This design comes from an exercise in tuning for small area on the open sky130 flow, not from production work. The RTL was checked by simulation tests, not by an equivalence proof against the original design. Power and IR drop assume default switching activity.

==> flow/design.v <==
module serial_tx_box
(
input  wire       CLK,
input  wire       RST,
input  wire       I_STB,
input  wire [7:0] I_DATA,
output wire       I_ACK,
output wire       O_TxD,
input  wire       TICK
);
reg  [255:0] rg;
reg  [4:0]   dw;
reg  [4:0]   dr;
reg          fl;
wire [7:0]   tap    = rg[255:248];
wire         zw     = (dw == 5'd0);
wire         zr     = (dr == 5'd0);
reg  [9:0]   sh;
reg          txd;
reg  [2:0]   sub;
wire         bnd    = TICK && (sub == 3'd7);
wire         shfree = (sh == 10'd0);
wire         ld     = shfree && zr && !(zw && !fl);
wire         wr     = I_STB && zw && !(zr && fl && !ld);
always@(posedge CLK)
 rg <= {rg[247:0], wr ? I_DATA : tap};
always@(posedge CLK or posedge RST)
 if(RST)        dw <= 5'd0;
 else if(!wr)   dw <= dw - 5'd1;
always@(posedge CLK or posedge RST)
 if(RST)        dr <= 5'd0;
 else if(!ld)   dr <= dr - 5'd1;
always@(posedge CLK or posedge RST)
 if(RST)        fl <= 1'b0;
 else if(wr)    fl <= 1'b1;
 else if(ld)    fl <= 1'b0;
always@(posedge CLK)
 if(TICK)       sub <= sub + 3'd1;
always@(posedge CLK or posedge RST)
 if(RST)                 sh <= 10'd0;
 else if(bnd && !shfree) sh <= {1'b0, sh[9:1]};
 else if(ld)             sh <= {1'b1, tap, 1'b0};
always@(posedge CLK or posedge RST)
 if(RST)                 txd <= 1'b1;
 else if(bnd && !shfree) txd <= sh[0];
assign I_ACK = wr;
assign O_TxD = txd;
endmodule
module serial_rx_box
(
input  wire       CLK,
input  wire       RST,
input  wire       I_RxD,
output wire       O_STB,
output wire [7:0] O_DATA,
input  wire       O_ACK,
input  wire       TICK
);
reg          act;
reg  [6:0]   cnt;
reg  [7:0]   sh;
reg          pend;
wire         smp    = TICK && act && (cnt[2:0] == 3'd3);
wire         dbit   = (cnt[6:3] != 4'd0) && (cnt[6:3] != 4'd9);
reg  [255:0] rg;
reg  [4:0]   dw;
reg  [4:0]   dr;
reg          fl;
wire [7:0]   tap    = rg[255:248];
wire         zr4    = (dr[3:0] == 4'd0);
wire         zw4    = (dw[3:0] == 4'd0);
wire         zr     = zr4 && !dr[4];
wire         zw     = zw4 && !dw[4];
wire         full   = fl && zr4 && (dr[4] == dw[4]);
wire         wr     = pend && zw4 && !full;
wire         wr0    = wr && !dw[4];
wire         wr16   = wr &&  dw[4];
reg  [7:0]   od;
reg          ostb;
wire         take   = ostb && O_ACK;
wire         rd     = zr && !(zw && !fl) && (!ostb || take);
always@(posedge CLK or posedge RST)
 if(RST)                         act <= 1'b0;
 else if(!act && TICK && !I_RxD) act <= 1'b1;
 else if(smp && cnt[6:3] == 4'd9) act <= 1'b0;
always@(posedge CLK)
 if(!act)                       cnt <= 7'd0;
 else if(TICK)                  cnt <= cnt + 7'd1;
always@(posedge CLK)
 if(smp && dbit)                sh <= {I_RxD, sh[7:1]};
always@(posedge CLK or posedge RST)
 if(RST)                          pend <= 1'b0;
 else if(smp && cnt[6:3] == 4'd8) pend <= 1'b1;
 else if(wr)                      pend <= 1'b0;
always@(posedge CLK)
 rg <= {rg[247:128], wr16 ? sh : rg[127:120], rg[119:0], wr0 ? sh : tap};
always@(posedge CLK or posedge RST)
 if(RST)        dw <= 5'd0;
 else if(!wr)   dw <= dw - 5'd1;
always@(posedge CLK or posedge RST)
 if(RST)        dr <= 5'd0;
 else if(!rd)   dr <= dr - 5'd1;
always@(posedge CLK or posedge RST)
 if(RST)        fl <= 1'b0;
 else if(wr)    fl <= 1'b1;
 else if(rd)    fl <= 1'b0;
always@(posedge CLK)
 if(rd)         od <= tap;
always@(posedge CLK or posedge RST)
 if(RST)        ostb <= 1'b0;
 else if(rd)    ostb <= 1'b1;
 else if(take)  ostb <= 1'b0;
assign O_STB  = ostb;
assign O_DATA = od;
endmodule
module uart_box
(
input  wire        CLK,
input  wire        RST,
input  wire        I_STB,
input  wire [7:0]  I_DATA,
output wire        I_ACK,
output wire        O_TxD,
input  wire        I_RxD,
output wire        O_STB,
output wire [7:0]  O_DATA,
input  wire        O_ACK,
input  wire [15:0] CFG_CLK_DIV
);
reg  [15:0] pc;
wire        tick = (pc == 16'd1);
always@(posedge CLK or posedge RST)
 if(RST)        pc <= 16'd1;
 else if(tick)  pc <= CFG_CLK_DIV;
 else           pc <= pc - 16'd1;
serial_tx_box tx
(
.CLK        (CLK),
.RST        (RST),
.I_STB      (I_STB),
.I_DATA     (I_DATA),
.I_ACK      (I_ACK),
.O_TxD      (O_TxD),
.TICK       (tick)
);
serial_rx_box rx
(
.CLK        (CLK),
.RST        (RST),
.I_RxD      (I_RxD),
.O_STB      (O_STB),
.O_DATA     (O_DATA),
.O_ACK      (O_ACK),
.TICK       (tick)
);
endmodule
==> flow/run.sh <==
#!/bin/bash
# synth_recipe.tcl (not shown) runs the flow's synth.tcl, then flattens the netlist and writes it again
# the make line also repeats each setting of config.mk as NAME=value (left out here)
make -C /OpenROAD-flow-scripts/flow DESIGN_CONFIG=/design/flow/config.mk WORK_HOME=/design/flow/orfs CLKGATE_MAP_FILE= SYNTH_SCRIPT=/design/flow/synth_recipe.tcl finish
==> flow/config.mk <==
export PLATFORM = sky130hd
export DESIGN_NAME = uart_box
export DESIGN_NICKNAME = uart_box
export VERILOG_FILES = /design/flow/design.v
export SDC_FILE = /design/flow/constraint.sdc
export NUM_CORES = 4
export LEC_CHECK = 0
export CAP_MARGIN = 20
export CORE_MARGIN = 2
export CORE_UTILIZATION = 50
export SLEW_MARGIN = 20
==> flow/constraint.sdc <==
create_clock -name core_clock -period 10.0 [get_ports {CLK}]
set_input_delay 2.0000 -clock core_clock [delete_from_list [all_inputs] [get_ports {CLK}]]
set_output_delay 2.0000 -clock core_clock [all_outputs]
set_load 0.01 [all_outputs]
==> metrics list, run 1 <==
- Run status: finished clean
- Biggest area consumer among synthesized cells: dfxtp_1
- Unrepaired setup endpoints after global routing: false
* Clock tree from TritonCTS: yes
* Critical Path Start: I_STB
- Most area-consuming cells after synthesis: dfxtp_1, dfrtp_1, edfxtp_1
- Final Slew Violations: 0
* Routed wire per std cell: 12.86 µm
- Max Clock Freq: 177.9 MHz
* Arrival time reported for the critical path endpoint: 3.62 ns
- Counting every instance in the synthesized netlist gives 860.
- Storage cell area: 0.01226 mm²
- Average footprint of a synthesized cell: 16.43 µm²
- Of the cells placed in the final design, the portion with a size suffix greater than 1 is 12.53%.
- Post-detailed-placement half-perimeter wirelength: 9971 µm
- Global-route wire length before repair: 29570 µm
- Synth async-reset ratio: 8.814%
* Filler cells: 2141
* Headroom to the max-slew limit: 29.74%
* Post-CTS repair timing setup buffer count: 0
- Number of inserted diodes: 0
* Initial DRC Count: 309
- The pre-antenna-repair detailed-routing pass consisted of 4 iterations.
* Sort of element at the end of the critical path: output port
- Type of the setup path with the least slack: input port to output port
- Capturing element of the worst setup path: I_ACK
* Worst-case clock skew: 0.02093 ns
- Once placement finished, the instance area stood at 0.01498 mm².
- Synthesized Nets: 903
- Counting every sink on the clock net gives 590.
* Post-CTS clock slew at the launch and capture registers of the worst setup and hold paths: 0.06 ns
* R2r setup slk: 7.12 ns
* Post-route design area: 0.01676 mm²
- Number of buffers created by CTS: 53
- For the worst setup path, the data required time is 8.00 ns.
- Total of endpoints with negative setup slack in the final report: 0
- Leakage power figure: 6.719 nW
- For this run the aggregate overflow at the end of global routing stands at 0.
- In the routed layout, each cell is associated on average with a via count of 4.319.
- Input and output buffers added on the ports amount to 39.
* Vias in the first global route: 5999
* Number of flops mapped to enable cells by yosys: 19
* Worst Hold Class: register to register
- Summed over its instances, the top area cell type makes up 73.53% of the synthesized netlist area.
- Clock root buffer: clkbuf_16
* Cell area after technology mapping: 0.01413 mm²
- Share of synthesized area occupied by flip-flops and latches: 86.80%
* Insertion delay of the later-clocked pin in the worst-skew pair: 0.57 ns
- Final worst path period share: 56.21%
* Weighted congestion reported at the end of routability-driven placement: 0.7238
- Clock H-tree levels: 2
- The die covers 0.02962 mm².
* Worst-case vdd ir drop: 184.4 µV
- Count of max-cap constraint violations: 0
- Number of ports placed on the die boundary: 40
- Dividing total power by cell area gives a power density of 274.3 mW/mm².
- Clock Path Buffers: 3
- Inst Count DP: 1270
- Area growth from synthesis to final layout: 18.63%
* Remaining DRCs: 0
- Initial Util: 50.86%
- The worst setup path is launched from an input port.
- Entering global routing, the biggest net connects 53 pins.
- End of the worst register-to-register path: tx.sh[1]$_DFFE_PP0P_
- Leading register cell type out of synthesis: dfxtp_1
* Die span in x: 172.1 µm
- Initial antenna violation count: 0
- Warnings from Yosys: 3
- Height of the die: 172.1 µm
* Non-filler cells, final: 1368
- The multi-input combinational cells in the finished layout cover a total of 0.001745 mm².
- The worst register-to-register path begins at pc[0]$_DFF_PP1_.
- Of all nets on the critical path, the largest fanout is 14.
- Sum Neg Setup Slack: 0 ns
- CORE AREA: 0.02778 mm²
- Yosys mapped the design onto 50 distinct sky130hd cell types.
- Global routing used 12.64% of the available tracks across all layers.
- Hold repair after CTS inserted 0 buffers.
* Final worst setup slack: 4.379 ns
* Final Hold Viols: 0
- Number of synthesized register bits: 590
- Total routed wirelength: 17600 µm
- Counting cells, the worst reg-to-reg path comes to 5.
- Prior to clock tree synthesis, the placed netlist has a worst setup slack of 4.354 ns.
- For the pin with the worst max-slew slack, the measured transition is 1.054 ns.
- Shortest period the worst path allows: 5.621 ns
- Number of gates given a new drive strength after cts: 0
* Antenna Nets Post-Route: 0
* Row count: 61
* Total vias in the final route: 5908
- For this run, the post-layout net count is 990.
[stage by stage]
stage	utilization [%]	power (mW)	hold WS, ns
after floorplan	-	2.624	0.3096
after global placement	53.93	2.674	0.3095
after detailed placement	53.93	2.681	0.3121
after CTS	60.31	4.661	0.3026
after global routing	60.34	4.786	0.3036
final	60.34	4.598	0.3082
[final cells by class]
type | instances | area share, %
inverter | 25 | 0.5598
clock buffer | 80 | 9.174
timing repair buffer | 42 | 2.463
multi-input combinational | 235 | 10.41
sequential | 590 | 73.17
clock inverter | 18 | 1.403
tap | 378 | 2.822
[critical path: stages]
cell and delay (ns):
clkdlybuf4s50_1 0.48, o211a_1 0.49, clkdlybuf4s50_1 0.65
[cell usage in the layout, fill, tap and decap left out, types with 5 or more instances in the layout]
cell type        netlist  layout
clkdlybuf4s50_1        0      39
or4_1                  5       5
mux2i_1               13      13
clkbuf_16              0      53
nand2b_1               8       8
inv_1                 25      24
ha_1                  14      14
mux2_2                27      27
o31ai_1                5       5
xor2_1                15      15
edfxtp_1              19      19
dfxtp_1              519     519
nand4_1                6       6
clkinv_2               0       6
dfrtp_1               50      50
a21oi_1                8       8
clkbuf_8               0      11
nand2_1               31      31
xnor2_1               10      10
nand3_1                5       5
nor2_1                20      20
a31oi_1                7       7
o21ai_0               19      19
clkbuf_1               3      16
[logic make-up after synthesis]
logic type,after synthesis,synth area share [%]
and+or+nand+nor,103,3.879
DFF,590,86.80
AOI/OAI and AO/OA,53,2.435
xor gates and xnor gates,25,1.550
adders and majority gates,14,1.240
buffers and inverters,35,1.027
muxes,40,3.073
[synthesized netlist by cell type, types with 5 or more instances]
cell type	count
o31ai_1	5
nand3_1	5
nand2b_1	8
a31oi_1	7
nor2_1	20
dfrtp_1	50
buf_2	5
mux2_2	27
ha_1	14
xor2_1	15
dfxtp_1	519
nor4_1	6
or4_1	5
edfxtp_1	19
o21ai_0	19
xnor2_1	10
nand4_1	6
a21oi_1	8
inv_1	25
nand2_1	31
mux2i_1	13
[power breakdown]
part           internal (mW)  switching [mW]  total, mW  leakage [nW]
registers               2.44          0.0492       2.49          4.97
clock network           1.15           0.820       1.97         0.857
logic                 0.0750          0.0671      0.142         0.889
total                   3.66           0.936       4.60          6.72
[sequential cells by signal (all words and copies together) (netlist names), 7 cells and up]
signal	flops
pc	16
rx.cnt	7
rx.od	8
rx.rg	256
rx.sh	8
tx.rg	256
tx.sh	10
[worst min path at each step]
stage	from	endpoint	cells after the start
floorplan	rx.rg[92]$_DFF_P_	rx.rg[100]$_DFF_P_	0
global placement	tx.rg[42]$_DFF_P_	tx.rg[50]$_DFF_P_	0
detailed placement	rx.rg[6]$_DFF_P_	rx.rg[14]$_DFF_P_	0
CTS	rx.rg[150]$_DFF_P_	rx.rg[158]$_DFF_P_	0
global route	tx.rg[139]$_DFF_P_	tx.rg[147]$_DFF_P_	0
finish	rx.rg[150]$_DFF_P_	rx.rg[158]$_DFF_P_	0
[per-layer routing]
layer / track usage [%] / part of all wire, % / up-vias
li1: - / - / 2994
met3: 3.273 / 4.4 / 46
met1: 17.49 / 51 / 2779
met4: 4.713 / 2.5 / 0
met5: 0 / 0 / -
met2: 19.26 / 42 / 89
==> run 2, diff against run 1 <==
==> flow/flow/run.sh (new file) <==
#!/bin/bash
# Layout flow: the standard ORFS flow (standard.sh), with a clock tree of clkbuf_8 leaf
# clusters and no dummy clock loads, and buf_1 port buffers.
set -euo pipefail
export CTS_ARGS="-sink_clustering_enable -repair_clock_nets -dont_use_dummy_load -buf_list sky130_fd_sc_hd__clkbuf_8 -sink_clustering_size 20 -sink_clustering_max_diameter 60"
export BUFFER_PORTS_ARGS="-buffer_cell sky130_fd_sc_hd__buf_1"
bash standard.sh > standard.log 2>&1
==> flow/standard.sh (new file) <==
#!/bin/bash
# synth_recipe.tcl (not shown) runs the flow's synth.tcl, then flattens the netlist and writes it again
# the make line also repeats each setting of config.mk as NAME=value (left out here)
make -C /OpenROAD-flow-scripts/flow DESIGN_CONFIG=/design/flow/config.mk WORK_HOME=/design/flow/orfs CLKGATE_MAP_FILE= SYNTH_SCRIPT=/design/flow/synth_recipe.tcl "${@:-finish}"
removed: flow/run.sh
==> metrics list, run 2 <==
- Run status: finished clean
- Sequential cells were found to cover 86.80% of the synthesized design area.
- Unrepaired setup endpoints after global routing: false
- The die covers 0.02962 mm².
- Power per unit of standard cell area: 233.9 mW/mm²
* Sort of element at the end of the critical path: output port
* Antenna Nets Post-Route: 0
* Adder-cell area share of the yosys netlist: 1.240%
* Final Slew Violations: 0
- Clock H-tree levels: 2
- The region available for standard cell placement spans 0.02778 mm².
- Routability-driven placement finished with a final weighted congestion of 0.7289.
- Leading cell types by count after synthesis: dfxtp_1, dfrtp_1, nand2_1, mux2_2, inv_1
- Clock Path Buffers: 3
- Headroom to the max-slew limit: 38.95%
- In this run, the number of DRC markers left after iteration 0 of detailed routing was 367.
- Data arrives at the worst endpoint at 2.79 ns.
- Dividing the synthesized area by the synthesized cell count gives 16.43 µm².
* Share of synthesized cell area in and, or, nand and nor gates: 3.879%
- Post-CTS repair changed the size of 0 cells.
- Pin count of the biggest net entering global routing: 53
- The total count of hold-check failures in the final report came to 0.
* Hold-fix buffers, CTS: 0
- Crit path required time: 8.00 ns
- Of all nets on the critical path, the largest fanout is 14.
- After detailed routing, the number of remaining DRC violations is 0.
* Insertion delay of the later-clocked pin in the worst-skew pair: 0.55 ns
- Vias in the first global route: 5594
* Cell area after technology mapping: 0.01413 mm²
* Synth async-reset ratio: 8.814%
- By area the synthesized netlist is led by dfxtp_1, dfrtp_1, edfxtp_1.
* Total vias in the final route: 5726
- In the final layout, the registers with the most flip-flops are rx.rg (256), tx.rg (256), pc (16).
- Worst-case clock skew: 0.04133 ns
- By area, the combinational part of the netlist is dominated by simple AND/OR/NAND/NOR gates.
- When the netlist entered floorplanning its net count stood at 903.
- In this run the static leakage power is 6.022 nW.
* Total routed wirelength: 16710 µm
- Dividing the detail-routed wire length by the instance count gives 12.78 µm.
- The synthesized netlist devotes 1.550% of its cell area to XOR and XNOR gates.
- Initial Util: 50.86%
* Shortest period the worst path allows: 4.792 ns
- Worst setup SP type: input port
- Post-synthesis compound-gate area fraction: 2.435%
- Post-layout power: 3.567 mW
- Via-per-instance ratio: 4.381
* Detailed-routing iteration count for the pre-antenna-repair pass: 6
- Once detailed placement completed, the half-perimeter wirelength came to 9681 µm.
- Post-CTS clock slew at the launch and capture registers of the worst setup and hold paths: 0.11 ns
- Leaving out fill and tap cells, the most frequent cells in the layout are dfxtp_1, dfrtp_1, buf_1.
- Worst-case vdd ir drop: 121.4 µV
* Biggest area consumer among synthesized cells: dfxtp_1
* Number of inserted diodes: 0
- The tightest min-delay check is of the register to register type.
- Nets: 974
- Height of the die: 172.1 µm
- The die is 172.1 µm wide.
- At the pin with the least slew margin, the transition time is 0.9123 ns.
- Global routing usage summed across all routing layers: 11.85%
- Final worst setup slack: 5.208 ns
- The first global-routing pass estimated 27900 µm of wire.
- Prior to clock tree synthesis, the placed netlist has a worst setup slack of 5.191 ns.
- The tree built by TritonCTS fans out to 590 sinks.
- Number of ports placed on the die boundary: 40
- In the final layout, the share of cells above drive strength 1 is 8.504%.
- Overall overflow remaining after global route: 0
- The synthesized netlist contains 50 unique library cells.
- TritonCTS built the clock tree.
- Initial antenna violation count: 0
* Leading cell type in the layout, fill and taps excluded: dfxtp_1
- Final Hold Slack: 0.3005 ns
- Counting every instance in the synthesized netlist gives 860.
- Row count: 61
* Type of the setup path with the least slack: input port to output port
- Multiplexer share of the synthesized area: 3.073%
- Based on the critical path, the design can be clocked at up to 208.7 MHz.
* Warnings from Yosys: 3
* Input/output buffers: 39
* Count of max-cap constraint violations: 0
- Clock root buffer: clkbuf_8
* Number of buffers created by CTS: 36
- In the synthesized netlist the dominant register cell turns out to be dfxtp_1.
* Total of endpoints with negative setup slack in the final report: 0
* Area growth from synthesis to final layout: 7.943%
- The number of setup buffers added after CTS is 0.
* Number of flops mapped to enable cells by yosys: 19
* Number of synthesized register bits: 590
- Final worst path period share: 47.92%
- Summed over all failing endpoints, the final setup total negative slack is 0 ns.
- Top-count cell post-synth: dfxtp_1
- Of the post-synthesis cell area, the dominant cell type holds 73.53%.
[run 2: cell counts after synthesis]
Identical to the previous run, type by type.
[run 2: area by class of cell]
cell class	instances	area [µm²]
repair buffers	43	180.2
multi-input cells	235	1745
clock buffers	36	495.5
fillers	2277	12530
flip-flops and latches	590	12260
well taps	378	473.0
inverters	25	93.84
[run 2: power breakdown]
group | switching [mW] | total (mW) | internal [mW]
Sequential | 0.0495 | 2.48 | 2.43
Clock | 0.626 | 0.954 | 0.328
Combinational | 0.0666 | 0.130 | 0.0629
[run 2: routing by layer]
metal | share of wire [%] | global-route usage, % | vias up
met5 | 0 | 0 | -
met4 | 3.1 | 4.604 | 0
met3 | 3.5 | 2.770 | 44
met2 | 40 | 16.87 | 61
met1 | 54 | 17.56 | 2700
li1 | - | - | 2921
[run 2: cell families after synthesis]
logic type,Yosys count
flip-flops,590
AND/OR/NAND/NOR,103
AO/OA/AOI/OAI,53
multiplexers,40
buffers and inverters,35
XOR/XNOR,25
adder cells (fa/ha/maj),14
[run 2: worst paths after layout]
kind	from	to	slack [ns]	cells past startpoint
max	I_STB	I_ACK	5.21	3
min	tx.rg[152]$_DFF_P_	tx.rg[160]$_DFF_P_	0.30	0
max reg2reg	pc[0]$_DFF_PP1_	pc[14]$_DFF_PP0_	7.09	6
min reg2reg	tx.rg[152]$_DFF_P_	tx.rg[160]$_DFF_P_	0.30	0
max in group asynchronous	RST	pc[15]$_DFF_PP0_	7.87	3
min in group asynchronous	RST	rx.dr[2]$_DFFE_PP0N_	1.60	3
[run 2: through the flow]
stage               instance area, µm²  utilization [%]  instances
floorplan                        14130                -        860
global placement                 14740            53.05       1270
detailed placement               14740            53.05       1270
CTS                              15230            54.84       1306
global route                     15250            54.90       1307
finish                           15250            54.90       1307
[run 2: critical path: stages]
cell     delay [ns]
buf_1          0.09
o211a_1        0.49
buf_1          0.20
==> run 3, diff against run 2 <==
--- a/flow/design.v
+++ b/flow/design.v
@@ -131,6 +131,5 @@
 wire        tick = (pc == 16'd1);
-always@(posedge CLK or posedge RST)
- if(RST)        pc <= 16'd1;
- else if(tick)  pc <= CFG_CLK_DIV;
- else           pc <= pc - 16'd1;
+always@(posedge CLK)
+ if(RST || tick) pc <= CFG_CLK_DIV;
+ else            pc <= pc - 16'd1;
 serial_tx_box tx
==> flow/flow/run.sh (replaced) <==
#!/bin/bash
# Layout flow: the standard ORFS flow (standard.sh, standard synthesis unchanged) with
#  - combinational cells swapped to their smallest drive strength after floorplan (downsize.tcl);
#    repair_design upsizes again where slew or capacitance needs it
#  - buf_1 port buffers
#  - a clock tree of clkbuf_8 leaf clusters without dummy loads
#  - power recovery (downsizing on paths with slack) after global routing
set -euo pipefail
here=$(cd "$(dirname "$0")" && pwd)
export POST_FLOORPLAN_TCL="$here/downsize.tcl"
export BUFFER_PORTS_ARGS="-buffer_cell sky130_fd_sc_hd__buf_1"
export CTS_ARGS="-sink_clustering_enable -repair_clock_nets -dont_use_dummy_load -buf_list sky130_fd_sc_hd__clkbuf_8 -sink_clustering_size 20 -sink_clustering_max_diameter 60"
export RECOVER_POWER=100
bash standard.sh > standard.log 2>&1
==> flow/flow/downsize.tcl (new file) <==
# Swap every combinational cell to the smallest cell of the same function family
# (same name but for the drive-strength suffix); repair_design upsizes where needed later.
set n 0
foreach inst [[ord::get_db_block] getInsts] {
  set m [$inst getMaster]
  set name [$m getName]
  if {![regexp {^(sky130_fd_sc_hd__[a-z0-9]+)_([0-9]+)$} $name -> base drive]} { continue }
  if {[regexp {^sky130_fd_sc_hd__(df|edf|sdf|dl|tap|fill|decap|conb|clk|diode)} $name]} { continue }
  set best $m
  set barea [expr {[$m getWidth] * [$m getHeight]}]
  foreach d {0 1 2 4} {
    set c [[ord::get_db] findMaster ${base}_$d]
    if {$c eq "NULL" || $c eq ""} { continue }
    set a [expr {[$c getWidth] * [$c getHeight]}]
    if {$a < $barea} { set best $c; set barea $a }
  }
  if {$best ne $m} { $inst swapMaster $best; incr n }
}
puts "downsize: swapped $n cells"
==> metrics list, run 3 <==
* Number of gates given a new drive strength after cts: 0
- Multiplexer share of the synthesized area: 2.219%
- Pin placement for this block handled 40 I/O pins.
- Initial antenna violation count: 0
- Initial Util: 50.67%
- Via-per-instance ratio: 4.330
- The core region is 0.02771 mm².
- Count of max-cap constraint violations: 2
- Placed Instance Area: 0.01456 mm²
* Final worst setup slack: 4.368 ns
* Number of distinct library cells after synthesis: 56
* Commonest non-fill, non-tap cells in the layout: dfxtp_1, nand2_1, buf_1
- Layout Check Fail Reasons: capacitance limit, slew limit
- Setup violations remaining at the end of the flow were counted as 0.
- Remaining DRCs: 0
- Die footprint: 0.02943 mm²
- After the last flow step, the layout net total stands at 976.
- Global-route wire length before repair: 27250 µm
- In this run the power density over the cells is 234.4 mW/mm².
- The finished cells cover 0.01504 mm².
- For this run, global-route usage on met3 was measured as 2.830%.
- Sort of element at the end of the critical path: output port
- The synthesized design contains 590 register bits.
- Final Hold Viols: 0
* Biggest area consumer among synthesized cells: dfxtp_1
- Cell area after technology mapping: 0.01404 mm²
- Setup repair after global routing left no endpoint under its margin.
- Share of synthesized area occupied by flip-flops and latches: 86.78%
* Number of sinks handled by clock tree synthesis: 590
- Global routing usage summed across all routing layers: 11.64%
- In the synthesized netlist the dominant register cell turns out to be dfxtp_1.
* Synthesized Nets: 904
* Share of synthesized cell area in and, or, nand and nor gates: 4.822%
- For this run the aggregate overflow at the end of global routing stands at 0.
* Hold-fix buffers, CTS: 0
* Headroom to the max-slew limit: -35.05%
- Post-CTS repair timing setup buffer count: 0
- The count of nets left with antenna violations once routing finished came out at 0.
* Initial DRC Count: 322
* Worst Hold Class: register to register
- Shortest period the worst path allows: 5.632 ns
* Area fraction of the dominant cell type after synthesis: 76.29%
- In the post-synthesis netlist, the biggest area contributors are dfxtp_1, dfrtp_1, edfxtp_1.
- Share of cells above drive strength 1: 6.337%
- Final worst path period share: 56.32%
- Synth async-reset ratio: 6.102%
- Busiest metal layer after global routing: met1
- Arrival time reported for the critical path endpoint: 3.63 ns
- After synthesis, the mean cell area works out to 16.30 µm².
- The via count of the first global-routing pass was 5529.
- Clock Path Buffers: 3
- Detailed-routing iteration count for the pre-antenna-repair pass: 4
- Max Clock Freq: 177.6 MHz
* Area growth from synthesis to final layout: 7.130%
- The H-tree generated during clock tree synthesis spans 2 levels.
- Power comes to 3.525 mW.
- Routability-driven placement finished with a final weighted congestion of 0.7609.
* Crit path required time: 8.00 ns
- Wires add up to 15970 µm.
* Number of inserted diodes: 0
- Top-count cell post-synth: dfxtp_1
* Post-synthesis compound-gate area fraction: 2.255%
- Detailed routing inserted a total of 5668 vias.
* Inst Count DP: 1273
- TritonCTS built the clock tree.
- For this design the static power due to leakage is 6.007 nW.
- Final Hold Slack: 0.3064 ns
- The finished layout holds 1309 standard cells, fillers aside.
- In this run the worst path has a maximum fanout of 14.
* Pin count of the biggest net entering global routing: 38
- In the global route stage, met2 resource usage came out at 16.31%.
- After clock tree synthesis, the clock-pin slew on the worst setup and hold paths is 0.11 ns.
* Warnings from Yosys: 3
- In this run the core area contains 61 standard-cell rows.
- Input/output buffers: 39
- Worst-case setup slack after placement: 4.752 ns
- Utilization after layout: 54.28%
* Xor/xnor share of the synthesized area: 1.872%
- Run status: complete, but fails checks
- Actual transition at the worst max-transition pin: 2.026 ns
* Number of flops mapped to enable cells by yosys: 19
* GR met1 Demand/Resource: 17.27%
- Die span in x: 171.6 µm
* Number of buffers created by CTS: 36
- Routed wire per std cell: 12.20 µm
* Sum Neg Setup Slack: 0 ns
- Worst-case vdd ir drop: 123.5 µV
* Insertion delay of the later-clocked pin in the worst-skew pair: 0.56 ns
- Type of the setup path with the least slack: input port to output port
* Mapped Cells: 861
- Main combinational cell family by area after synthesis: simple AND/OR/NAND/NOR gates
* Final Slew Violations: 53
- In the synthesized netlist, the cells that appear most often are dfxtp_1, nand2_1, dfrtp_1, mux2_2, nor2_1.
- The tree is rooted in a clkbuf_8.
- Post-detailed-placement half-perimeter wirelength: 9307 µm
- Leading cell type in the layout, fill and taps excluded: dfxtp_1
- Worst-case clock skew: 0.05191 ns
- After Yosys synthesis, full adders, half adders and majority gates account for 1.248% of the synthesized area.
- The die is 171.6 µm tall.
- In the final layout, the registers with the most flip-flops are rx.rg (256), tx.rg (256), pc (16).
- Worst setup SP type: input port
==> run 3: cell type report <==
type / count / area, µm²
Timing Repair Buffer: 42 / 161.4
Clock buffer: 36 / 495.5
Multi-Input combinational cell: 244 / 1655
Sequential cell: 590 / 12180
Tap cell: 378 / 473.0
Inverter: 19 / 71.32
Fill cell: 2269 / 12670
==> run 3: path summary, 6_finish.rpt <==
kind / startpoint / end / cells after the start / slack, ns
min reg2reg: rx.rg[241]$_DFF_P_ / rx.rg[249]$_DFF_P_ / 0 / 0.31
min in group asynchronous: RST / rx.ostb$_DFFE_PP0P_ / 3 / 2.15
max reg2reg: tx.dw[0]$_DFFE_PP0N_ / tx.rg[3]$_DFF_P_ / 6 / 7.12
max: I_STB / I_ACK / 4 / 4.37
min: rx.rg[241]$_DFF_P_ / rx.rg[249]$_DFF_P_ / 0 / 0.31
max in group asynchronous: RST / tx.dr[1]$_DFFE_PP0N_ / 3 / 6.64
==> run 3: cell families (layout without fill, tap and decap cells) <==
family          count (synthesis)  after routing
flops                         590            590
fa+ha+maj                      14             14
xor+xnor                       30             30
buf+inv                        27             97
compound gates                 47             47
mux                            28             28
simple gates                  125            125
==> run 3: critical path, stage by stage <==
cell,delay [ns]
buf_1,0.10
nand2_1,0.07
a31oi_1,1.22
buf_1,0.24
==> run 3: layer usage <==
layer	share of wire, %	vias up
met1	54	2652
met5	0	-
li1	-	2894
met2	39	79
met4	3.1	0
met3	4.4	43
==> run 3: power by group <==
| part | internal, mW | switching (mW) | total [mW] |
|---|---|---|---|
| sequential | 2.43 | 0.0360 | 2.46 |
| combinational | 0.0528 | 0.0566 | 0.109 |
| clock | 0.327 | 0.624 | 0.951 |
| total | 2.81 | 0.716 | 3.53 |
==> run 4, diff against run 3 <==
--- a/flow/flow/run.sh
+++ b/flow/flow/run.sh
@@ -6,3 +6,2 @@
 #  - a clock tree of clkbuf_8 leaf clusters without dummy loads
-#  - power recovery (downsizing on paths with slack) after global routing
 set -euo pipefail
@@ -12,3 +11,2 @@
 export CTS_ARGS="-sink_clustering_enable -repair_clock_nets -dont_use_dummy_load -buf_list sky130_fd_sc_hd__clkbuf_8 -sink_clustering_size 20 -sink_clustering_max_diameter 60"
-export RECOVER_POWER=100
 bash standard.sh > standard.log 2>&1
==> metrics list, run 4 <==
- Total met2 wirelength after detailed routing: 6149 µm
* CP top delay family: compound AO/OA/AOI/OAI gates
- Yosys instantiated no cell more often than dfxtp_1.
- Non-filler cells, final: 1309
* Insertion delay of the later-clocked pin in the worst-skew pair: 0.56 ns
* Mapped Cells: 861
- The floorplan step set the die width to 171.6 µm.
* Type of the setup path with the least slack: input port to output port
- Subtracting the final worst setup slack from the clock period gives 5.193 ns.
- Most area-consuming cells after synthesis: dfxtp_1, dfrtp_1, edfxtp_1
* Cell with the biggest individual delay on the critical path: a31oi_2
* Post-detailed-placement half-perimeter wirelength: 9307 µm
* Post-CTS repair timing setup buffer count: 0
- Number of gates given a new drive strength after cts: 0
- After detailed placement, the design holds a cell count of 1273.
- R2r worst-path depth: 6
* Final Slew Violations: 0
- The total count of hold-check failures in the final report is 0.
* Critical path buffers and inverters: 2
* Detailed-routing iteration count for the pre-antenna-repair pass: 4
- Setup slack on the critical path of the routed design comes to 4.807 ns.
* Number of flops mapped to enable cells by yosys: 19
- For this run, design rule violations remaining after detail routing come to 0.
* Routed wire per std cell: 12.20 µm
- The via count of the first global-routing pass was 5529.
- At the worst endpoint, the required time is 8.00 ns.
- When the netlist entered floorplanning its net count stood at 904.
- Nets: 976
- Warnings from Yosys: 3
- Global routing usage summed across all routing layers: 11.64%
- For this block, the via count after detailed routing is 5675.
- Share of synthesized area occupied by flip-flops and latches: 86.78%
- Met3 wire length: 707 µm
- The worst hold path passes through 0 cells.
- Antenna Nets Post-Route: 0
- Final worst path period share: 51.93%
- Once the floorplan was initialized, standard cells occupied 50.67% of the core.
- Biggest area consumer among synthesized cells: dfxtp_1
- Clock-pin slew was measured on the worst setup and hold paths at 0.11 ns.
- Headroom to the max-slew limit: 34.19%
- For this run, the slowest stage of the critical path takes 0.79 ns.
- The highest layer touched by signal routing is met4.
- Number of buffers created by CTS: 36
- Cell depth of the worst setup path: 4
* Most frequent cell on the critical path: buf_1
- The tool flagged a number of max-cap violations equal to 0.
- Clock tree synthesis selected as its root buffer the cell clkbuf_8.
- In this run the worst path has a maximum fanout of 14.
* Number of distinct library cells after synthesis: 56
* Overall overflow remaining after global route: 0
- During I/O placement, the number of pins put on the boundary was 40.
* Synth async-reset ratio: 6.102%
- Clock Path Buffers: 3
- Worst-case clock skew: 0.05351 ns
* Final Hold Slack: 0.3060 ns
* Weighted congestion reported at the end of routability-driven placement: 0.7609
- Cells fill 54.33% of the core in the end.
- At the pin with the least slew margin, the transition time is 0.9840 ns.
* Placed Instance Area: 0.01456 mm²
- Number of sinks handled by clock tree synthesis: 590
* CORE AREA: 0.02771 mm²
- After routing, the total negative slack on setup checks comes to 0 ns.
* Number of inserted diodes: 0
- STA classifies the critical path startpoint as an input port.
- Post-layout power: 3.526 mW
* Global-route wire length before repair: 27250 µm
- VDD sags by at most 123.5 µV.
* Total routed wirelength: 15970 µm
* Number of synthesized register bits: 590
- Post-route design area: 0.01505 mm²
- The library cells used most frequently in the layout, excluding fill and tap cells, are dfxtp_1, nand2_1, buf_1.
* Met1 wire length: 8621 µm
- Initial DRC Count: 292
* Power per unit of standard cell area: 234.2 mW/mm²
- The die covers 0.02943 mm².
* Clock tree from TritonCTS: yes
- Input/output buffers: 39
- Max Clock Freq: 192.6 MHz
- Cell area after technology mapping: 0.01404 mm²
- Area fraction of the dominant cell type after synthesis: 76.29%
- Leading cell type in the layout, fill and taps excluded: dfxtp_1
- In the routed layout, each cell is associated on average with a via count of 4.335.
- Row count: 61
* Area growth from synthesis to final layout: 7.228%
* Registers with the highest flip-flop counts: rx.rg (256), tx.rg (256), pc (16)
- Worst-case setup slack after placement: 4.752 ns
- Setup repair after global routing left no endpoint under its margin.
- Pin count of the biggest net entering global routing: 38
- Average footprint of a synthesized cell: 16.30 µm²
* Height of the die: 171.6 µm
* Clock H-tree levels: 2
* Initial antenna violation count: 0
* Cell-by-cell trace of the critical path: buf_1 > nand2_1 > a31oi_2 > buf_1
- Leading cell types by count after synthesis: dfxtp_1, nand2_1, dfrtp_1, mux2_2, nor2_1
- Total of endpoints with negative setup slack in the final report: 0
- For this run, the leading register cell type out of synthesis is dfxtp_1.
- For this design the static power due to leakage is 6.015 nW.
- In this run the worst hold path is classified as register to register.
* Sort of element at the end of the critical path: output port
* Run status: finished clean
- Arrival time reported for the critical path endpoint: 3.19 ns
- For this design, the CTS-stage hold fixing added 0 buffers.
* Share of cells above drive strength 1: 7.197%
[run 4: cell types whose count changed in the layout (fill, tap and decap cells not counted), moves of 2 or more]
cell	delta
and2_0	-3
and2_1	+3
buf_4	+2
clkbuf_1	-2
mux2_1	-3
mux2_2	+3
[run 4: cells by family (layout without fill, tap and decap cells)]
| kind of cell | Yosys count | in the layout | share of synthesized area [%] |
|---|---|---|---|
| compound gates | 47 | 47 | 2.255 |
| buf+inv | 27 | 97 | 0.8021 |
| flops | 590 | 590 | 86.78 |
| fa+ha+maj | 14 | 14 | 1.248 |
| mux | 28 | 28 | 2.219 |
| xor+xnor | 30 | 30 | 1.872 |
| simple gates | 125 | 125 | 4.822 |
[run 4: worst paths after layout]
check	from	slack [ns]	end
hold reg to reg	rx.rg[241]$_DFF_P_	0.31	rx.rg[249]$_DFF_P_
setup / recovery	I_STB	4.81	I_ACK
hold / removal	rx.rg[241]$_DFF_P_	0.31	rx.rg[249]$_DFF_P_
min in group asynchronous	RST	1.53	rx.ostb$_DFFE_PP0P_
max in group asynchronous	RST	8.08	tx.dr[1]$_DFFE_PP0N_
setup reg to reg	pc[0]$_DFF_P_	7.23	pc[6]$_DFF_P_
[run 4: area by class of cell]
cell class                 instances  area (µm²)
tap                              378       473.0
fill                            2267       12650
sequential                       590       12180
multi-input combinational        244        1662
clock buffer                      36       495.5
timing repair buffer              42       168.9
inverter                          19       71.32
[run 4: worst reg2reg max path: cells and delay by family (launching register included)]
kind | cells | cell delay (ns)
flops | 1 | 0.41
simple gates | 3 | 1.80
compound gates | 2 | 0.28
fa+ha+maj | 1 | 0.16
[run 4: power by group]
part	switching [mW]	internal, mW	total [mW]
Combinational	0.0565	0.0529	0.109
Sequential	0.0362	2.43	2.47
Clock	0.624	0.327	0.951
Total	0.716	2.81	3.53
[run 4: layer usage]
metal | vias to the layer above | global-route usage (%)
li1 | 2893 | -
met1 | 2658 | 17.27
met2 | 81 | 16.31
met3 | 43 | 2.830
met4 | 0 | 4.753
met5 | - | 0
==> run 5, diff against run 4 <==
--- a/flow/flow/run.sh
+++ b/flow/flow/run.sh
@@ -5,3 +5,4 @@
 #  - buf_1 port buffers
-#  - a clock tree of clkbuf_8 leaf clusters without dummy loads
+#  - a clock tree of clkbuf_8 leaf clusters under clkbuf_4 branch and root buffers, without
+#    dummy loads; placement density 0.85 to keep the leaf clusters small
 set -euo pipefail
@@ -10,3 +11,3 @@
 export BUFFER_PORTS_ARGS="-buffer_cell sky130_fd_sc_hd__buf_1"
-export CTS_ARGS="-sink_clustering_enable -repair_clock_nets -dont_use_dummy_load -buf_list sky130_fd_sc_hd__clkbuf_8 -sink_clustering_size 20 -sink_clustering_max_diameter 60"
+export CTS_ARGS="-sink_clustering_enable -repair_clock_nets -dont_use_dummy_load -buf_list sky130_fd_sc_hd__clkbuf_8 -tree_buf sky130_fd_sc_hd__clkbuf_4 -root_buf sky130_fd_sc_hd__clkbuf_4 -sink_clustering_size 22 -sink_clustering_max_diameter 60"
 bash standard.sh > standard.log 2>&1
--- a/flow/config.mk
+++ b/flow/config.mk
@@ -10,2 +10,3 @@
 export CORE_UTILIZATION = 50
+export PLACE_DENSITY = 0.85
 export SLEW_MARGIN = 20
==> metrics list, run 5 <==
* Number of synthesized register bits: 590
- Count of max-cap constraint violations: 0
- Crit path required time: 8.00 ns
- Run status: finished clean
* Antenna Nets Post-Route: 0
- Type of the setup path with the least slack: input port to output port
- Cell with the biggest individual delay on the critical path: buf_4
* Initial Util: 50.67%
- STA classifies the critical path startpoint as an input port.
- Longest individual stage delay on the worst path: 0.25 ns
- The first routing iteration left 260 violations.
* Pin count of the biggest net entering global routing: 38
- From synthesis to final layout, the design area changed by 6.462%.
- STA classifies the critical path endpoint as an output port.
- From left edge to right edge, the die measures 171.6 µm.
* Share of synthesized cell area in and, or, nand and nor gates: 4.822%
- Number of buffers created by CTS: 30
- Post-CTS repair timing setup buffer count: 0
* R2r setup slk: 6.95 ns
* Total of endpoints with negative setup slack in the final report: 0
- Row count: 61
- Clock root buffer: clkbuf_4
- Max Clock Freq: 210.1 MHz
* Filler cells: 2127
- Actual transition at the worst max-transition pin: 0.9105 ns
- Leakage power figure: 5.964 nW
- For this run, the post-layout net count is 970.
- After clock tree synthesis, the clock-pin slew on the worst setup and hold paths is 0.12 ns.
- For this run, the number of standard cells in the final layout without fillers is 1303.
- Critical path buffers and inverters: 3
* Power per unit of standard cell area: 229.7 mW/mm²
- The clock reaches the later pin of the worst-skew pair after 0.74 ns.
- The placed instances occupy a cell area of 0.01455 mm².
- In this run, synthesis inferred 19 flip-flops with an integrated enable.
- Buffers placed on the I/O ports in this run total 39.
- Registers with the highest flip-flop counts: rx.rg (256), tx.rg (256), pc (16)
* Multi-input combinational cell area: 0.001655 mm²
- Cells with a size suffix above 1 make up 6.486% of the layout.
- The total overflow left after global routing is 0.
- Biggest area consumer among synthesized cells: dfxtp_1
- Global routing usage summed across all routing layers: 11.85%
* Inst Count DP: 1273
- No sink is reached through more buffers than the 3 on the longest clock path.
- Hold-fix buffers, CTS: 0
* Xor/xnor share of the synthesized area: 1.872%
- CORE AREA: 0.02771 mm²
- By area the synthesized netlist is led by dfxtp_1, dfrtp_1, edfxtp_1.
- The final max-slew violation count is 0.
- Summing the sequential cell areas from Yosys gives 86.78% of the chip area.
- Area fraction of the dominant cell type after synthesis: 76.29%
- The total count of hold-check failures in the final report came to 0.
- Commonest non-fill, non-tap cells in the layout: dfxtp_1, nand2_1, buf_1
- The die covers 0.02943 mm².
* CP top delay family: buffers and inverters
* Main combinational cell family by area after synthesis: simple AND/OR/NAND/NOR gates
- Weighted congestion reported at the end of routability-driven placement: 0.7722
* Shortest period the worst path allows: 4.759 ns
* Worst-case vdd ir drop: 156.0 µV
- The signal on the critical path passes through buf_1 > nand2_1 > a31oi_1 > buf_4 > buf_1.
* Number of distinct library cells after synthesis: 56
- Setup total negative slack on the finished layout was measured at 0 ns.
* Post-synthesis compound-gate area fraction: 2.255%
- Detailed-routing iteration count for the pre-antenna-repair pass: 4
- Multiplexer share of the synthesized area: 2.219%
- Clock tree from TritonCTS: yes
- CTS built an H-tree with a depth of 1.
* Leading cell type in the layout, fill and taps excluded: dfxtp_1
* Arrival time reported for the critical path endpoint: 2.76 ns
- Number of gates given a new drive strength after cts: 0
- By count the netlist is led by dfxtp_1, nand2_1, dfrtp_1, mux2_2, nor2_1.
- Height of the die: 171.6 µm
- Via-per-instance ratio: 4.398
- Headroom to the max-slew limit: 38.74%
- The synthesized netlist devotes 1.248% of its cell area to adder and majority cells.
- Top-count cell post-synth: dfxtp_1
* Final worst path period share: 47.59%
* Total routed wirelength: 16760 µm
* Mapped Cells: 861
* Warnings from Yosys: 3
- The clock drives 590 sinks.
- For this run, the leading register cell type out of synthesis is dfxtp_1.
- Total vias in the final route: 5730
* Synthesized Nets: 904
- Setup repair after global routing left no endpoint under its margin.
- The first global-routing pass estimated 27990 µm of wire.
- The number of antenna violations at the first check in global routing was 0.
* Worst Hold Class: register to register
* Routed wire per std cell: 12.86 µm
- The synthesized netlist occupies a cell area of 0.01404 mm².
- Synth async-reset ratio: 6.102%
- Worst-case clock skew: 0.01777 ns
- Post-detailed-placement half-perimeter wirelength: 10600 µm
* Post-route design area: 0.01495 mm²
* Remaining DRCs: 0
- Crit path max fanout: 14
* Post-layout power: 3.433 mW
- Number of inserted diodes: 0
- The most numerous cell type found on the critical path is buf_1.
- 40 I/O pins were placed.
- Final Hold Slack: 0.3271 ns
- The via count of the first global-routing pass was 5868.
- Storage cell area: 0.01218 mm²
- After synthesis, the mean cell area works out to 16.30 µm².
## run 5: cell counts after synthesis
Identical to the previous run, type by type.
## run 5: cell families after synthesis
family,count (synthesis)
and+or+nand+nor,125
muxes,28
adders and majority gates,14
xor gates and xnor gates,30
buffers and inverters,27
AOI/OAI and AO/OA,47
DFF,590
## run 5: path summary, 6_finish.rpt
kind | depth (start not counted) | end | startpoint
max | 5 | I_ACK | I_STB
min | 0 | tx.rg[161]$_DFF_P_ | tx.rg[153]$_DFF_P_
max reg2reg | 4 | pc[7]$_DFF_P_ | pc[7]$_DFF_P_
min reg2reg | 0 | tx.rg[161]$_DFF_P_ | tx.rg[153]$_DFF_P_
max in group asynchronous | 3 | tx.txd$_DFFE_PP1P_ | RST
min in group asynchronous | 3 | rx.act$_DFFE_PP0P_ | RST
## run 5: metal layers
metal,vias up,routed length (µm),GRT usage [%]
li1,2887,-,-
met2,92,7243,18.53
met5,-,0,0
met3,30,662,2.255
met4,0,423,3.316
met1,2721,8431,16.95
## run 5: worst register-to-register path: cells and delay by family (launching register included)
kind               cells  cell delay [ns]
DFF                    1             0.37
and+or+nand+nor        3             2.32
AOI/OAI and AO/OA      1             0.22
## run 5: cell type report
cell class,count,share of cell area (%)
Clock buffer,30,2.637
Multi-Input combinational cell,244,11.08
Tap cell,378,3.165
Inverter,19,0.4772
Sequential cell,590,81.51
Timing Repair Buffer,42,1.130
## run 5: where the power goes
group | switching, mW | internal (mW) | leakage [nW] | total [mW]
Clock | 0.599 | 0.254 | 0.208 | 0.854
Sequential | 0.0377 | 2.43 | 4.94 | 2.47
Combinational | 0.0593 | 0.0532 | 0.817 | 0.112
## run 5: stage by stage
stage / util [%] / setup slack, ns
after floorplan: - / 5.362
final: 53.94 / 5.241
after CTS: 53.94 / 5.210
after detailed placement: 52.52 / 5.211
after global placement: 52.52 / 5.201
after global routing: 53.94 / 5.095
==> run 6, diff against run 5 <==
--- a/flow/design.v
+++ b/flow/design.v
@@ -37,3 +37,4 @@
 always@(posedge CLK)
- if(TICK)       sub <= sub + 3'd1;
+ if(shfree)     sub <= 3'd0;                
+ else if(TICK)  sub <= sub + 3'd1;
 always@(posedge CLK or posedge RST)
--- a/flow/flow/run.sh
+++ b/flow/flow/run.sh
@@ -6,3 +6,3 @@
 #  - a clock tree of clkbuf_8 leaf clusters under clkbuf_4 branch and root buffers, without
-#    dummy loads; placement density 0.85 to keep the leaf clusters small
+#    dummy loads; placement density 0.9 to keep the leaf clusters small
 set -euo pipefail
--- a/flow/config.mk
+++ b/flow/config.mk
@@ -10,3 +10,3 @@
 export CORE_UTILIZATION = 50
-export PLACE_DENSITY = 0.85
+export PLACE_DENSITY = 0.9
 export SLEW_MARGIN = 20
==> metrics list, run 6 <==
- In this run the horizontal extent of the chip is 172.2 µm.
- Summed over all nets, the switching power comes to 704.4 µW.
- Biggest area consumer among synthesized cells: dfxtp_1
- Clock Path Buffers: 3
* Final worst path period share: 48.08%
- Hold-fix buffers, CTS: 0
- Clock tree from TritonCTS: yes
- Of the total power, registers draw 71.6%.
- Leading cell type in the layout, fill and taps excluded: dfxtp_1
* Mapped Cells: 883
- Data on the critical path is required at its endpoint by 8.00 ns.
- After detailed routing, the average wire length per cell comes to 13.67 µm.
- Post-detailed-placement half-perimeter wirelength: 11920 µm
- Number of buffers created by CTS: 31
- Worst-case vdd ir drop: 189.0 µV
* Worst Hold Class: register to register
* Most area-consuming cells after synthesis: dfxtp_1, dfrtp_1, edfxtp_1
* Power Internal: 2.744 mW
- Busiest metal layer after global routing: met2
- Number of ports placed on the die boundary: 40
* Clock H-tree levels: 1
* Post-layout power: 3.449 mW
- Launch instance of the worst register-to-register path: rx.dw[0]$_DFFE_PP0N_
* Crit path max fanout: 14
- Switching portion of total power: 20.43%
* Nets: 989
* Registers with the highest flip-flop counts: rx.rg (256), tx.rg (256), pc (16)
* Average footprint of a synthesized cell: 16.02 µm²
* Part of the total power dissipated in the clock network: 25.0%
* Max Clock Freq: 208.0 MHz
* Weighted congestion reported at the end of routability-driven placement: 0.7645
* Synthesized Nets: 926
- Utilization after layout: 54.18%
- The total count of hold-check failures in the final report came to 0.
- In this run the biggest area consumer among cell types represents 76.16% of the synthesized area.
- The number of antenna violations at the first check in global routing came to 0.
- In this run the worst setup path begins at I_STB.
* Met2 capacity usage during global routing: 21.60%
- Post-CTS repair timing setup buffer count: 0
- Share of synthesized area occupied by flip-flops and latches: 85.93%
* Area growth from synthesis to final layout: 6.441%
- STA classifies the critical path endpoint as an output port.
- After clock tree synthesis, the clock-pin slew on the worst setup and hold paths is 0.12 ns.
* Worst-case clock skew: 0.06134 ns
- In this run the most critical hold path is launched from tx.rg[93]$_DFF_P_.
- Cell area after technology mapping: 0.01414 mm²
- Power per unit of standard cell area: 229.1 mW/mm²
* Unrepaired setup endpoints after global routing: false
- Number of sinks handled by clock tree synthesis: 590
- From bottom edge to top edge, the die measures 172.2 µm.
* Arrival time reported for the critical path endpoint: 2.81 ns
- Via-per-instance ratio: 4.465
* Count of max-cap constraint violations: 0
- The first routing iteration left 237 violations.
- Overall overflow remaining after global route: 0
- Leakage power figure: 5.967 nW
- Global routing used 12.51% of the available tracks.
- Die footprint: 0.02965 mm²
* Total vias in the final route: 5903
- Clock root buffer: clkbuf_4
* Fraction of met3 tracks used by global routing: 2.426%
* Commonest non-fill, non-tap cells in the layout: dfxtp_1, nand2_1, buf_1
- In the final timing run, aggregate negative setup slack is 0 ns.
- The initialized floorplan defines 61 standard-cell rows.
* Initial Util: 50.91%
* Actual transition at the worst max-transition pin: 0.9634 ns
- Number of inserted diodes: 0
* GR met1 Demand/Resource: 16.21%
- Once the clock tree was built, the resizer swapped 0 gates to a different size.
- Number of flops mapped to enable cells by yosys: 16
- Number of distinct library cells after synthesis: 54
* Insertion delay of the later-clocked pin in the worst-skew pair: 0.74 ns
* Worst setup SP type: input port
* Final Slew Violations: 0
- Antenna Nets Post-Route: 0
- Combinational share of power: 3.4%
- Detailed-routing iteration count for the pre-antenna-repair pass: 4
- The synthesized design contains 590 register bits.
- Warnings from Yosys: 3
- Global-route wire length before repair: 29290 µm
- Vias in the first global route: 6106
* Leading cell types by count after synthesis: dfxtp_1, nand2_1, dfrtp_1, nor2_1, mux2_2
* Leading register cell type out of synthesis: dfxtp_1
- Total routed wirelength: 18070 µm
- The flow ran to the end and the layout has no timing, DRC or antenna violations.
- In this run the tightest slew margin relative to its limit is 35.28%.
- In the synthesized netlist the async set-or-reset flop fraction comes to 6.102%.
- Entering global routing, the biggest net connects 37 pins.
- Total of endpoints with negative setup slack in the final report: 0
- Input/output buffers: 39
* Remaining DRCs: 0
* Top-count cell post-synth: dfxtp_1
* Type of the setup path with the least slack: input port to output port
- Final Hold Slack: 0.2534 ns
- Shortest period the worst path allows: 4.808 ns
* CORE AREA: 0.02778 mm²
- In the final layout, the share of cells above drive strength 1 is 6.674%.
* Filler cells: 2153
run 6: per-stage QoR:
step                      std cells  area (µm²)  setup slack (ns)
after floorplan                 883       14140             5.396
after global placement         1291       14620             5.251
after detailed placement       1291       14630             5.190
after CTS                      1322       15030             5.194
after global routing           1322       15050             5.063
final                          1322       15050             5.192
run 6: cell type report:
cell class	instances	area [µm²]	share of cell area (%)
Tap cell	378	473.0	3.142
Clock buffer	31	407.9	2.710
Timing Repair Buffer	41	161.4	1.072
Multi-Input combinational cell	266	1798	11.94
Sequential cell	590	12150	80.73
Inverter	16	60.06	0.3990
run 6: worst paths after layout:
kind	slack, ns	cells past startpoint	end
max	5.19	5	I_ACK
min	0.25	0	tx.rg[101]$_DFF_P_
max reg2reg	7.12	7	rx.rg[4]$_DFF_P_
min reg2reg	0.25	0	tx.rg[101]$_DFF_P_
max in group asynchronous	8.23	3	tx.txd$_DFFE_PP1P_
min in group asynchronous	1.42	3	rx.pend$_DFFE_PP0P_
run 6: critical path: stages:
cell and delay (ns):
buf_1 0.10, nand2_1 0.07, a31oi_1 0.18, buf_4 0.26, buf_1 0.19
run 6: per-layer routing:
metal  share of wire (%)  vias up
met5                   0        -
met4                 2.2        0
met3                 3.8       36
met2                  48       89
met1                  46     2842
li1                    -     2936
run 6: power groups by stage:
| stage | combinational [mW] | clock, mW | sequential [mW] |
|---|---|---|---|
| after CTS | 0.119 | 0.897 | 2.47 |
| after detailed placement | 0.118 | 0 | 2.52 |
| after floorplan | 0.0867 | 0 | 2.51 |
| after global routing | 0.134 | 0.973 | 2.48 |
| after global placement | 0.105 | 0 | 2.52 |
| final | 0.117 | 0.864 | 2.47 |
run 6: cell families after synthesis:
kind of cell	share of synthesized area, %
buffers and inverters	0.9554
multiplexers	2.628
AO/OA/AOI/OAI	1.566
adder cells (fa/ha/maj)	1.239
AND/OR/NAND/NOR	5.698
XOR/XNOR	1.982
flip-flops	85.93
==> run 7, diff against run 6 <==
--- a/flow/design.v
+++ b/flow/design.v
@@ -37,4 +37,3 @@
 always@(posedge CLK)
- if(shfree)     sub <= 3'd0;                
- else if(TICK)  sub <= sub + 3'd1;
+ if(TICK)       sub <= sub + 3'd1;
 always@(posedge CLK or posedge RST)
==> flow/flow/run.sh (replaced) <==
#!/bin/bash
# Layout flow: the standard ORFS flow (standard.sh, standard synthesis unchanged) with
#  - combinational cells swapped to their smallest drive strength after floorplan (downsize.tcl);
#    repair_design upsizes again where slew or capacitance needs it
#  - buf_1 port buffers
#  - a clock tree of clkbuf_8 leaf clusters under clkbuf_4 branch and root buffers, without
#    dummy loads; placement density 0.85 to keep the leaf clusters small
set -euo pipefail
here=$(cd "$(dirname "$0")" && pwd)
export POST_FLOORPLAN_TCL="$here/downsize.tcl"
export BUFFER_PORTS_ARGS="-buffer_cell sky130_fd_sc_hd__buf_1"
export CTS_ARGS="-sink_clustering_enable -repair_clock_nets -dont_use_dummy_load -buf_list sky130_fd_sc_hd__clkbuf_8 -tree_buf sky130_fd_sc_hd__clkbuf_4 -root_buf sky130_fd_sc_hd__clkbuf_4 -sink_clustering_size 20 -sink_clustering_max_diameter 60"
bash standard.sh > standard.log 2>&1
--- a/flow/config.mk
+++ b/flow/config.mk
@@ -10,3 +10,3 @@
 export CORE_UTILIZATION = 50
-export PLACE_DENSITY = 0.9
+export PLACE_DENSITY = 0.85
 export SLEW_MARGIN = 20
==> metrics list, run 7 <==
* Run status: finished clean
* Post-CTS clock slew at the launch and capture registers of the worst setup and hold paths: 0.11 ns
- In the post-synthesis netlist, the cell with the most instances is dfxtp_1.
* Synthesized Nets: 904
- Met3 wire length: 794 µm
* Leading cell type in the layout, fill and taps excluded: dfxtp_1
- Summing internal, switching and leakage power gives 3.486 mW.
* Worst-case vdd ir drop: 151.4 µV
* R2r worst-path depth: 4
- The first global-routing pass estimated 28070 µm of wire.
- Xor/xnor share of the synthesized area: 1.872%
* Clock H-tree levels: 2
- Average footprint of a synthesized cell: 16.30 µm²
* Global routing usage summed across all routing layers: 11.98%
- Antenna Nets Post-Route: 0
- Arrival time reported for the critical path endpoint: 2.77 ns
- Wires add up to 16850 µm.
- On the final layout, the worst clock skew is 0.06435 ns.
- Final Hold Viols: 0
* Cell depth of the worst setup path: 5
* Number of sinks handled by clock tree synthesis: 590
- Cell-by-cell trace of the critical path: buf_1 > nand2_1 > a31oi_1 > buf_4 > buf_1
- After filler insertion, the fill cell instance count of the layout stands at 2132.
* Worst setup SP type: input port
- Number of distinct library cells after synthesis: 56
- Input and output buffers added on the ports amount to 39.
- Post-route design area: 0.01500 mm²
- TritonCTS built the clock tree.
- Inst Count DP: 1273
- Of all flip-flops after synthesis, the portion carrying an async set or reset was 6.102%.
- Shortest period the worst path allows: 4.767 ns
- After synthesis, the most frequently instantiated cells are dfxtp_1, nand2_1, dfrtp_1, mux2_2, nor2_1.
- In the final routed layout, each cell accounts on average for 12.88 µm.
- Grouping stages by cell kind, the critical path spends the most delay in buffers and inverters.
* Most area-consuming cells after synthesis: dfxtp_1, dfrtp_1, edfxtp_1
- In this design, the critical path's most frequently occurring cell is buf_1.
* Worst Hold Class: register to register
- Post-synthesis compound-gate area fraction: 2.255%
- At the later pin of the worst-skew pair, clock insertion delay measures 0.67 ns.
* Die span in x: 171.6 µm
* Crit path max fanout: 14
- STA puts the critical path data required time at 8.00 ns.
* Final Slew Violations: 0
- Registers with the highest flip-flop counts: rx.rg (256), tx.rg (256), pc (16)
- Adding up every negative setup slack in the final design gives 0 ns.
- Relative to the synthesized area, the layout overhead comes to 6.863%.
* Share of cells above drive strength 1: 6.989%
- Post-CTS repair timing setup buffer count: 0
* Number of synthesized register bits: 590
* Utilization after layout: 54.15%
- Post-detailed-placement half-perimeter wirelength: 10600 µm
- The worst path meets setup with 5.233 ns of slack.
- Final Hold Slack: 0.2810 ns
* Multiplexer share of the synthesized area: 2.219%
- Total vias in the final route: 5763
- Actual transition at the worst max-transition pin: 0.9171 ns
- Once the clock tree was built, the resizer swapped 0 gates to a different size.
* Initial Util: 50.67%
* Via-per-instance ratio: 4.406
- Among all flip-flop cells after synthesis, the most frequent one is dfxtp_1.
* R2r setup slk: 6.92 ns
- Main combinational cell family by area after synthesis: simple AND/OR/NAND/NOR gates
- Hold-fix buffers, CTS: 0
- The via count of the first global-routing pass is 5838.
- Row count: 61
* Sort of element at the end of the critical path: output port
- Headroom to the max-slew limit: 38.30%
- The tree is rooted in a clkbuf_4.
- Area fraction of the dominant cell type after synthesis: 76.29%
- Static timing analysis puts the maximum clock frequency at 209.8 MHz.
- Clock Path Buffers: 3
- Placed Instance Area: 0.01455 mm²
- Measured along the y axis, the die boundary spans 171.6 µm.
- Share of synthesized area occupied by flip-flops and latches: 86.78%
- The count of cells in the finished layout, fillers not included, comes to 1308.
- The synthesized netlist devotes 4.822% of its cell area to simple gates.
- Initial antenna violation count: 0
* Number of flops mapped to enable cells by yosys: 19
- Cell with the biggest individual delay on the critical path: buf_4
- The die covers 0.02943 mm².
- Type of the setup path with the least slack: input port to output port
- Unrepaired setup endpoints after global routing: false
- Count of max-cap constraint violations: 0
- Together, buffers and inverters on the worst path number 3.
- The core region is 0.02771 mm².
* Cell area after technology mapping: 0.01404 mm²
* Total of endpoints with negative setup slack in the final report: 0
- Remaining DRCs: 0
* Weighted congestion reported at the end of routability-driven placement: 0.7722
- In this design, the stage delay of the slowest critical-path cell is 0.25 ns.
- Wire segments on met2 add up to 7190 µm in the final route.
- Overall overflow remaining after global route: 0
- The synthesized netlist devotes 1.248% of its cell area to adder and majority cells.
* Biggest area consumer among synthesized cells: dfxtp_1
* Top layer in use: met4
- Nets: 975
* Pin count of the biggest net entering global routing: 38
* Power per unit of standard cell area: 232.3 mW/mm²
- Warnings from Yosys: 3
- Counting instances, the worst hold path has a depth of 0.
* Leakage power figure: 5.995 nW
* Number of ports placed on the die boundary: 40
- Number of buffers created by CTS: 35
* Final worst path period share: 47.67%
- Worst-case setup slack after placement: 5.211 ns
- The first detailed-routing pass took 4 iterations.
- Met1 wire length: 8513 µm
- In the layout the commonest cells are dfxtp_1, nand2_1, buf_1.
- Mapped Cells: 861
- The repair_antennas step left the layout with diodes totalling 0.
* Initial DRC Count: 250
[run 7: cell types whose count changed after synthesis, moves of 6 or more]
| cell | before | now |
|---|---|---|
| nor2_1 | 33 | 24 |
| o21ai_0 | 2 | 18 |
| mux2i_1 | 9 | 3 |
| xor2_1 | 16 | 10 |
| a21oi_1 | 18 | 4 |
[run 7: final timing paths]
check                              startpoint                   end
setup / recovery                        I_STB                 I_ACK
hold / removal             rx.rg[114]$_DFF_P_    rx.rg[122]$_DFF_P_
setup reg to reg                pc[7]$_DFF_P_         pc[7]$_DFF_P_
hold reg to reg            rx.rg[114]$_DFF_P_    rx.rg[122]$_DFF_P_
max in group asynchronous                 RST    tx.txd$_DFFE_PP1P_
min in group asynchronous                 RST  rx.dw[0]$_DFFE_PP0N_
[run 7: cell type report]
class / instances / area, µm² / area share [%]
Timing Repair Buffer: 42 / 168.9 / 1.126
Sequential cell: 590 / 12180 / 81.21
Inverter: 19 / 71.32 / 0.4754
Multi-Input combinational cell: 244 / 1655 / 11.03
Tap cell: 378 / 473.0 / 3.153
Clock buffer: 35 / 450.4 / 3.002
[run 7: kinds of logic (layout without fill, tap and decap cells)]
logic type      Yosys count  in the layout
flops                   590            590
simple gates            125            125
compound gates           47             47
xor+xnor                 30             30
mux                      28             28
buf+inv                  27             96
fa+ha+maj                14             14
[run 7: metal layers]
metal  vias up  track usage (%)
met5         -                0
met4         0            3.242
met3        34            3.014
met2       101            18.47
met1      2734            16.93
li1       2894                -
[run 7: power breakdown]
group | leakage [nW] | switching [mW] | internal [mW]
clock network | 0.239 | 0.612 | 0.293
registers | 4.94 | 0.0383 | 2.43
logic | 0.817 | 0.0595 | 0.0532
total | 5.99 | 0.710 | 2.78
[run 7: worst reg2reg max path: cells and delay by family, from the launching register on]
family | cells | cell delay, ns
and+or+nand+nor | 3 | 2.34
AOI/OAI and AO/OA | 1 | 0.22
DFF | 1 | 0.37
==> run 8, diff against run 7 <==
--- a/flow/design.v
+++ b/flow/design.v
@@ -37,3 +37,4 @@
 always@(posedge CLK)
- if(TICK)       sub <= sub + 3'd1;
+ if(shfree)     sub <= 3'd0;                
+ else if(TICK)  sub <= sub + 3'd1;
 always@(posedge CLK or posedge RST)
--- a/flow/flow/run.sh
+++ b/flow/flow/run.sh
@@ -11,3 +11,3 @@
 export BUFFER_PORTS_ARGS="-buffer_cell sky130_fd_sc_hd__buf_1"
-export CTS_ARGS="-sink_clustering_enable -repair_clock_nets -dont_use_dummy_load -buf_list sky130_fd_sc_hd__clkbuf_8 -tree_buf sky130_fd_sc_hd__clkbuf_4 -root_buf sky130_fd_sc_hd__clkbuf_4 -sink_clustering_size 20 -sink_clustering_max_diameter 60"
+export CTS_ARGS="-sink_clustering_enable -repair_clock_nets -dont_use_dummy_load -buf_list sky130_fd_sc_hd__clkbuf_8 -tree_buf sky130_fd_sc_hd__clkbuf_4 -root_buf sky130_fd_sc_hd__clkbuf_4 -sink_clustering_size 21 -sink_clustering_max_diameter 60"
 bash standard.sh > standard.log 2>&1
==> metrics list, run 8 <==
* Weighted congestion reported at the end of routability-driven placement: 0.7508
- Cells fill 54.28% of the core in the end.
* Hold Path End: tx.rg[155]$_DFF_P_
* Hold Path Origin: tx.rg[147]$_DFF_P_
* Final worst setup slack: 4.922 ns
- Type of the setup path with the least slack: input port to output port
- The clock passes through at most 3 buffers.
- After clock tree synthesis, the clock-pin slew on the worst setup and hold paths is 0.11 ns.
- For the pin with the worst max-slew slack, the measured transition is 0.9029 ns.
- Worst-case clock skew: 0.07509 ns
* Synthesized Nets: 926
- Share of synthesized area occupied by flip-flops and latches: 85.93%
* Row count: 61
- Buffers inserted to repair hold after CTS numbered 0.
- Area fraction of the dominant cell type after synthesis: 76.16%
* Run status: finished clean
* Worst setup SP type: input port
* Average footprint of a synthesized cell: 16.02 µm²
- The post-route netlist has 6.977% of its cells at a drive strength greater than 1.
* Number of gates given a new drive strength after cts: 0
- Depth of the worst hold-timing path: 0
- The total count of hold-check failures in the final report came to 0.
- The later pin in the worst-skew pair is clocked with a latency of 0.68 ns.
- Across every metal layer, demand over resource in global routing totals 12.31%.
* Crit path required time: 8.00 ns
- Remaining DRCs: 0
* Total vias in the final route: 5890
* Post-synthesis compound-gate area fraction: 1.566%
- Leading register cell type out of synthesis: dfxtp_1
- After detailed routing, the average wire length per cell comes to 13.04 µm.
- CORE AREA: 0.02778 mm²
- Registers with the highest flip-flop counts: rx.rg (256), tx.rg (256), pc (16)
* Post-CTS repair timing setup buffer count: 0
- Ranked by total cell area, the synthesized netlist is headed by dfxtp_1, dfrtp_1, edfxtp_1.
- Commonest non-fill, non-tap cells in the layout: dfxtp_1, nand2_1, buf_1
- The commonest cells after synthesis are dfxtp_1, nand2_1, dfrtp_1, nor2_1, mux2_2.
- The routed design has 17270 µm of wire.
- Filler cells: 2136
- The number of antenna violations at the first check in global routing was 0.
- Counting flops with a built-in enable in the synthesized netlist gives 16.
* R2r worst-path depth: 6
- The first detailed-routing pass ran for 5 iterations.
- Leakage power figure: 5.978 nW
* Total of endpoints with negative setup slack in the final report: 0
- The first routing iteration left 275 violations.
* Mapped Cells: 883
- After detailed placement, the design holds a cell count of 1290.
- End of the worst register-to-register path: rx.cnt[3]$_SDFFE_PN0P_
- Post-layout power: 3.469 mW
run 8: cell types whose count changed in the layout (fill, tap and decap cells not counted), sizes merged, moves of 6 or more:
| cell | before | now |
|---|---|---|
| a21oi | 4 | 19 |
| mux2i | 3 | 9 |
| nor2 | 25 | 34 |
| nor3 | 4 | 10 |
| o21ai | 18 | 2 |
| xor2 | 10 | 16 |
run 8: how the worst max path moves through the flow:
| stage | from | to | slack (ns) |
|---|---|---|---|
| detailed placement | I_STB | I_ACK | 4.91 |
| global route | I_STB | I_ACK | 4.79 |
| global placement | I_STB | I_ACK | 4.95 |
| finish | I_STB | I_ACK | 4.92 |
| CTS | I_STB | I_ACK | 4.90 |
| floorplan | I_STB | I_ACK | 5.40 |
run 8: cell families after synthesis:
logic type,Yosys count
buf+inv,27
flops,590
fa+ha+maj,14
compound gates,35
simple gates,151
xor+xnor,32
mux,34
run 8: worst max-delay path: stages:
cell and delay (ns):
buf_1 0.09, nand2_1 0.09, a31oi_2 0.68, buf_1 0.21
run 8: report_power, final:
group / switching, mW / internal (mW)
logic: 0.0612 / 0.0526
registers: 0.0399 / 2.43
clock network: 0.602 / 0.285
run 8: layer usage:
metal | global-route usage (%) | wire [µm] | vias up
li1 | - | - | 2954
met1 | 16.80 | 8506 | 2804
met5 | 0 | 0 | -
met4 | 4.165 | 420 | 0
met3 | 2.632 | 616 | 35
met2 | 19.66 | 7727 | 97
run 8: layout make-up:
| type | count | area [µm²] | area share [%] |
|---|---|---|---|
| sequential | 590 | 12150 | 80.59 |
| multi-input combinational | 266 | 1804 | 11.96 |
| tap | 378 | 473.0 | 3.136 |
| clock buffer | 34 | 436.7 | 2.896 |
| timing repair buffer | 40 | 153.9 | 1.020 |
| inverter | 16 | 60.06 | 0.3982 |
run 8: through the flow:
step / hold slack [ns] / instance area, µm²
floorplan: 0.3096 / 14140
global placement: 0.3112 / 14620
detailed placement: 0.3121 / 14620
CTS: 0.2669 / 15060
global route: 0.2872 / 15080
finish: 0.2810 / 15080

re-timing with driven ports:
In the flow no input, the clock included, has a driving cell. The finished layouts below were timed again as built, in two steps. Step 1, drivers: a clkbuf_16 drives CLK and a buf_2 each remaining input, both assumed. Step 2 also shifts input and output timing later by t, the mid clock arrival at the registers, as if the neighbouring blocks saw the same clock. Three values: ideal, step 1, step 2; two values: the first two.
run	t (ns)	setup WS [ns]
run 1	0.601	4.379 / 4.354 / 4.354
run 2	0.573	5.208 / 5.186 / 5.186
run 3	0.573	4.368 / 4.346 / 4.346
run 4	0.573	4.807 / 4.785 / 4.785
run 5	0.770	5.241 / 5.219 / 5.219
run 6	0.752	5.192 / 5.165 / 5.165
run 7	0.665	5.233 / 5.211 / 5.211
run 8	0.667	4.922 / 4.894 / 4.894
